Context: an optimization exercise on an open-source flow, tuned for small area, a short achievable clock period and few clock cycles. The choices shown serve that exercise and are no tape-out recipe.
Only simulation tests tie the RTL to the original design; equivalence was not proved.
No activity file was given, so power comes from the tool's default toggle rates.

## gun
module gun(
    input rst_i,
    input clk_i,
    input [15:0] sw_i,
    output busy,
    output [14:0] leds
);
wire [7:0] a = sw_i[15:8];
wire [6:0] b = sw_i[6:0];
reg c1, c2;          
reg [14:0] r0;
reg [14:0] r1;       
wire [8:0] v;
wire [14:0] sum, car;
reg [8:0] vq;         
reg [6:0] aq;         
wire [6:0] ap = {aq[6], aq[5], aq[4], aq[3], aq[2], aq[1], aq[0]};
gun_st1 st1(.a(a), .b(b), .v(v));
gun_out out(.r0(r0), .c({r1[13], r1[12], r1[11], r1[10], r1[8], r1[1]}), .y(leds));
wire [8:0] v2 = vq;
wire xp1 = ap[0] & v2[0];
wire xp2 = ap[0] & v2[1];
wire xp3 = ap[0] & v2[2];
wire xp4 = ap[0] & v2[3];
wire xp5 = ap[0] & v2[4];
wire xp6 = ap[0] & v2[5];
wire xp7 = ap[0] & v2[6];
wire xp8 = ap[0] & v2[7];
wire xp9 = ap[0] & v2[8];
wire xp10 = ap[1] & v2[0];
wire xp11 = ap[1] & v2[1];
wire xp12 = ap[1] & v2[2];
wire xp13 = ap[1] & v2[3];
wire xp14 = ap[1] & v2[4];
wire xp15 = ap[1] & v2[5];
wire xp16 = ap[1] & v2[6];
wire xp17 = ap[1] & v2[7];
wire xp18 = ap[1] & v2[8];
wire xp19 = ap[2] & v2[0];
wire xp20 = ap[2] & v2[1];
wire xp21 = ap[2] & v2[2];
wire xp22 = ap[2] & v2[3];
wire xp23 = ap[2] & v2[4];
wire xp24 = ap[2] & v2[5];
wire xp25 = ap[2] & v2[6];
wire xp26 = ap[2] & v2[7];
wire xp27 = ap[2] & v2[8];
wire xp28 = ap[3] & v2[0];
wire xp29 = ap[3] & v2[1];
wire xp30 = ap[3] & v2[2];
wire xp31 = ap[3] & v2[3];
wire xp32 = ap[3] & v2[4];
  ...
clock: 4.0 ns
lec_check: 0
cap_margin: 20
core_margin: 2
core_utilization: 40
setup_slack_margin: 1.2
slew_margin: 20
synth_hierarchical: 1
synth_minimum_keep_size: 0
standard.sh (not shown) runs the stock make flow with config.mk's settings and CLKGATE_MAP_FILE= SYNTH_SCRIPT=/design/flow/synth_recipe.tcl, a recipe that flattens the netlist after the stock synthesis.
==> flow/flow/run.sh <==
#!/bin/bash
set -euo pipefail
cd "$(dirname "${BASH_SOURCE[0]}")/.."
bash standard.sh finish "BUFFER_PORTS_ARGS=-buffer_cell sky130_fd_sc_hd__buf_2" > standard_flow.log 2>&1
The baseline completed without violations.
Testbench counts at the start, summed over its fixed seeds: cycles 6,400.
Change:
==> flow/flow/run.sh (replaced) <==
#!/bin/bash
set -euo pipefail
cd "$(dirname "${BASH_SOURCE[0]}")/.."
bash standard.sh finish ADDER_MAP_FILE= "BUFFER_PORTS_ARGS=-buffer_cell sky130_fd_sc_hd__buf_2" > standard_flow.log 2>&1
Effect: Total power goes up by 13%; via count goes up by 26%; global-route usage goes up by 1.4 points; combinational power goes up by 17%; flip-flop and latch count stays the same; critical path depth goes up by 1; utilization goes down by 5.0 points; sequential power goes up by 4.4%.
Change:
SETUP_SLACK_MARGIN = 0.5   (was 1.2)
Power drops by about 2.4%.
Utilization decreases by 1.0 points.
Area after synthesis does not change.

---

wip/garnet:
Starting RTL as in the previous note.
## gun
module gun(
    input rst_i,
    input clk_i,
    input [15:0] sw_i,
    output busy,
    output [14:0] leds
);
==> flow/config.mk <==
export PLATFORM = sky130hd
export DESIGN_NAME = gun
export DESIGN_NICKNAME = gun
export VERILOG_FILES = /design/flow/design.v
export SDC_FILE = /design/flow/constraint.sdc
export NUM_CORES = 4
export LEC_CHECK = 0
export CAP_MARGIN = 20
export CORE_MARGIN = 2
export CORE_UTILIZATION = 40
export CTS_CLUSTER_DIAMETER = 100
export CTS_CLUSTER_SIZE = 30
export SETUP_SLACK_MARGIN = 1.2
export SLEW_MARGIN = 20
export SYNTH_HIERARCHICAL = 1
export SYNTH_MINIMUM_KEEP_SIZE = 0
==> flow/constraint.sdc <==
create_clock -name core_clock -period 4.0 [get_ports {clk_i}]
set_input_delay 0.8000 -clock core_clock [delete_from_list [all_inputs] [get_ports {clk_i}]]
set_output_delay 0.8000 -clock core_clock [all_outputs]
set_load 0.01 [all_outputs]
==> flow/flow/run.sh <==
#!/bin/bash
set -euo pipefail
cd "$(dirname "${BASH_SOURCE[0]}")/.."
bash standard.sh finish ADDER_MAP_FILE= "BUFFER_PORTS_ARGS=-buffer_cell sky130_fd_sc_hd__buf_2" > standard_flow.log 2>&1
wip/garnet ended with every stage complete and zero timing, DRC or antenna violations.
Testbench counts of wip/garnet, summed over its fixed seeds: cycles 6,400.
Setup changes, wip/garnet to wip/delta
Settings: clearing CTS_CLUSTER_DIAMETER, which used to be 100; clearing CTS_CLUSTER_SIZE, which used to be 30; swapping 1.2 for 1.1 in SETUP_SLACK_MARGIN.
Results
NOTE detailed route wirelength on metal3 wip/garnet->wip/delta increased by more than a quarter. Taking wip/garnet as the reference point, the routed wire length of wip/delta falls by 0.40%. wip/garnet reports its launching element of the worst setup path as vq[6] while wip/delta reports vq[5]. The portion of the layout cell area used by clock cells on wip/garnet is in line with that on wip/delta.
Here is what was changed in the inputs of wip/sierra compared with wip/delta.
Settings: putting ABC_AREA at 1 where nothing was set; swapping 1.1 for 1.2 in SETUP_SLACK_MARGIN.
==> run notes <==
Going from wip/delta to wip/sierra, cell depth of the worst flop-to-flop path grows by 4.
wip/sierra against wip/delta; synthesized area per cell is down by more than a quarter.
Against wip/delta, total power after layout in wip/sierra fell by more than 10%.
Synthesized netlist net count (lower): wip/delta
Final cell count (wip/delta / wip/sierra): 0.66
wip/sierra vs wip/delta: switching power total down in wip/sierra
Finished layout cell area for wip/sierra: 530 um2 up relative to wip/delta
On max capacitance violation total, wip/delta tracks wip/sierra almost exactly.
Inputs modified between wip/sierra and wip/cedar:
Settings: PLACE_DENSITY newly set to 0.75; ABC_AREA removed (was 1).
==> run notes <==
Looking at kind of critical path, the reg2reg result is from wip/cedar; the reg2out one comes from wip/sierra. For the total non-filler cell area in the finished layout, wip/cedar came in about 9% lower than wip/sierra did. wip/cedar gives more vias per cell than wip/sierra did. Of wip/sierra and wip/cedar, the run reporting the lower multiplexer share of the synthesized area was wip/sierra. Summary: with wip/sierra as the reference, total detailed-routing wirelength in wip/cedar moved down by more than 10%. Number of non-filler instances in the completed layout | wip/cedar below wip/sierra.
Input changes introduced in wip/nickel (baseline for comparison: wip/cedar):
Settings: PLACE_DENSITY no longer set, was 0.75; SETUP_SLACK_MARGIN now 1.3, was 1.2.
- On maximum clock rate, the lower figure sits with wip/cedar, not wip/nickel.
- Relative to wip/cedar, global-route wire length before repair has increased by 5.5% in wip/nickel.
- Compared with wip/cedar, wip/nickel shows a lower arrival time reported for the critical path endpoint.
- Going from wip/cedar to wip/nickel, the post-route minimum period was found to have gone down by 0.060 ns.
- Looking at launch point of the critical path, the vq[2] result is from wip/cedar; the vq[6] one comes from wip/nickel.
- Number of port buffers: wip/cedar vs wip/nickel identical
- [wip/nickel vs wip/cedar] area growth from synthesis to final layout: higher in wip/nickel
- Compared with wip/cedar, wip/nickel shows setup slack higher by 0.060 ns.
- Detailed-route wire length on metal 1 up 330 um in wip/nickel wrt wip/cedar
- wip/nickel vs wip/cedar: overall power up by a few percent
- Diff wip/nickel..wip/cedar | final-layout worst hold slack | negligible
- Across both runs, worst-margin pin slew was higher for wip/nickel than for wip/cedar.

[what the ideal ports hide]
Ports are ideal in the flow. The routed layouts listed here were re-timed in OpenROAD.
Step 1, drivers: a clkbuf_16 drives clk_i and a buf_2 each remaining input, both assumed.
Step 2 times the ports against the registers' clock, not the clock port: input delays grow and output delays shrink by t, the midpoint of the rising clock arrivals with the driver on.
Slacks: ideal / step 1 / step 2; pairs: ideal / step 1.
run | t, ns | slack for setup (ns) | hold WS [ns] | slew at the worst register clock pin (ns) | worst data-port slew with drivers (ns)
the first run of note 1 | 0.322 | 0.919 / 0.919 / 0.919 | 0.462 / 0.462 / 0.462 | 0.07 / 0.07 | 0.04
the second run of note 1 | 0.329 | 1.317 / 1.317 / 1.300 | 0.466 / 0.466 / 0.466 | 0.09 / 0.09 | 0.03
the third run of note 1 | 0.331 | 0.846 / 0.846 / 0.846 | 0.467 / 0.467 / 0.467 | 0.09 / 0.09 | 0.03
wip/garnet | 0.329 | 1.317 / 1.317 / 1.300 | 0.466 / 0.466 / 0.466 | 0.09 / 0.09 | 0.03
wip/delta | 0.332 | 1.176 / 1.176 / 1.176 | 0.467 / 0.467 / 0.467 | 0.09 / 0.09 | 0.03
wip/sierra | 0.331 | 1.484 / 1.451 / 1.718 | 0.434 / 0.434 / 0.434 | 0.09 / 0.09 | 0.03
wip/cedar | 0.318 | 1.334 / 1.330 / 1.299 | 0.465 / 0.465 / 0.465 | 0.08 / 0.08 | 0.04
wip/nickel | 0.332 | 1.394 / 1.372 / 1.293 | 0.467 / 0.467 / 0.467 | 0.09 / 0.09 | 0.03
After both steps setup and hold are still met in every run listed. For wip/nickel, which loses most, drivers alone change the setup slack by -0.022 ns; drivers and shift together by -0.101 ns.
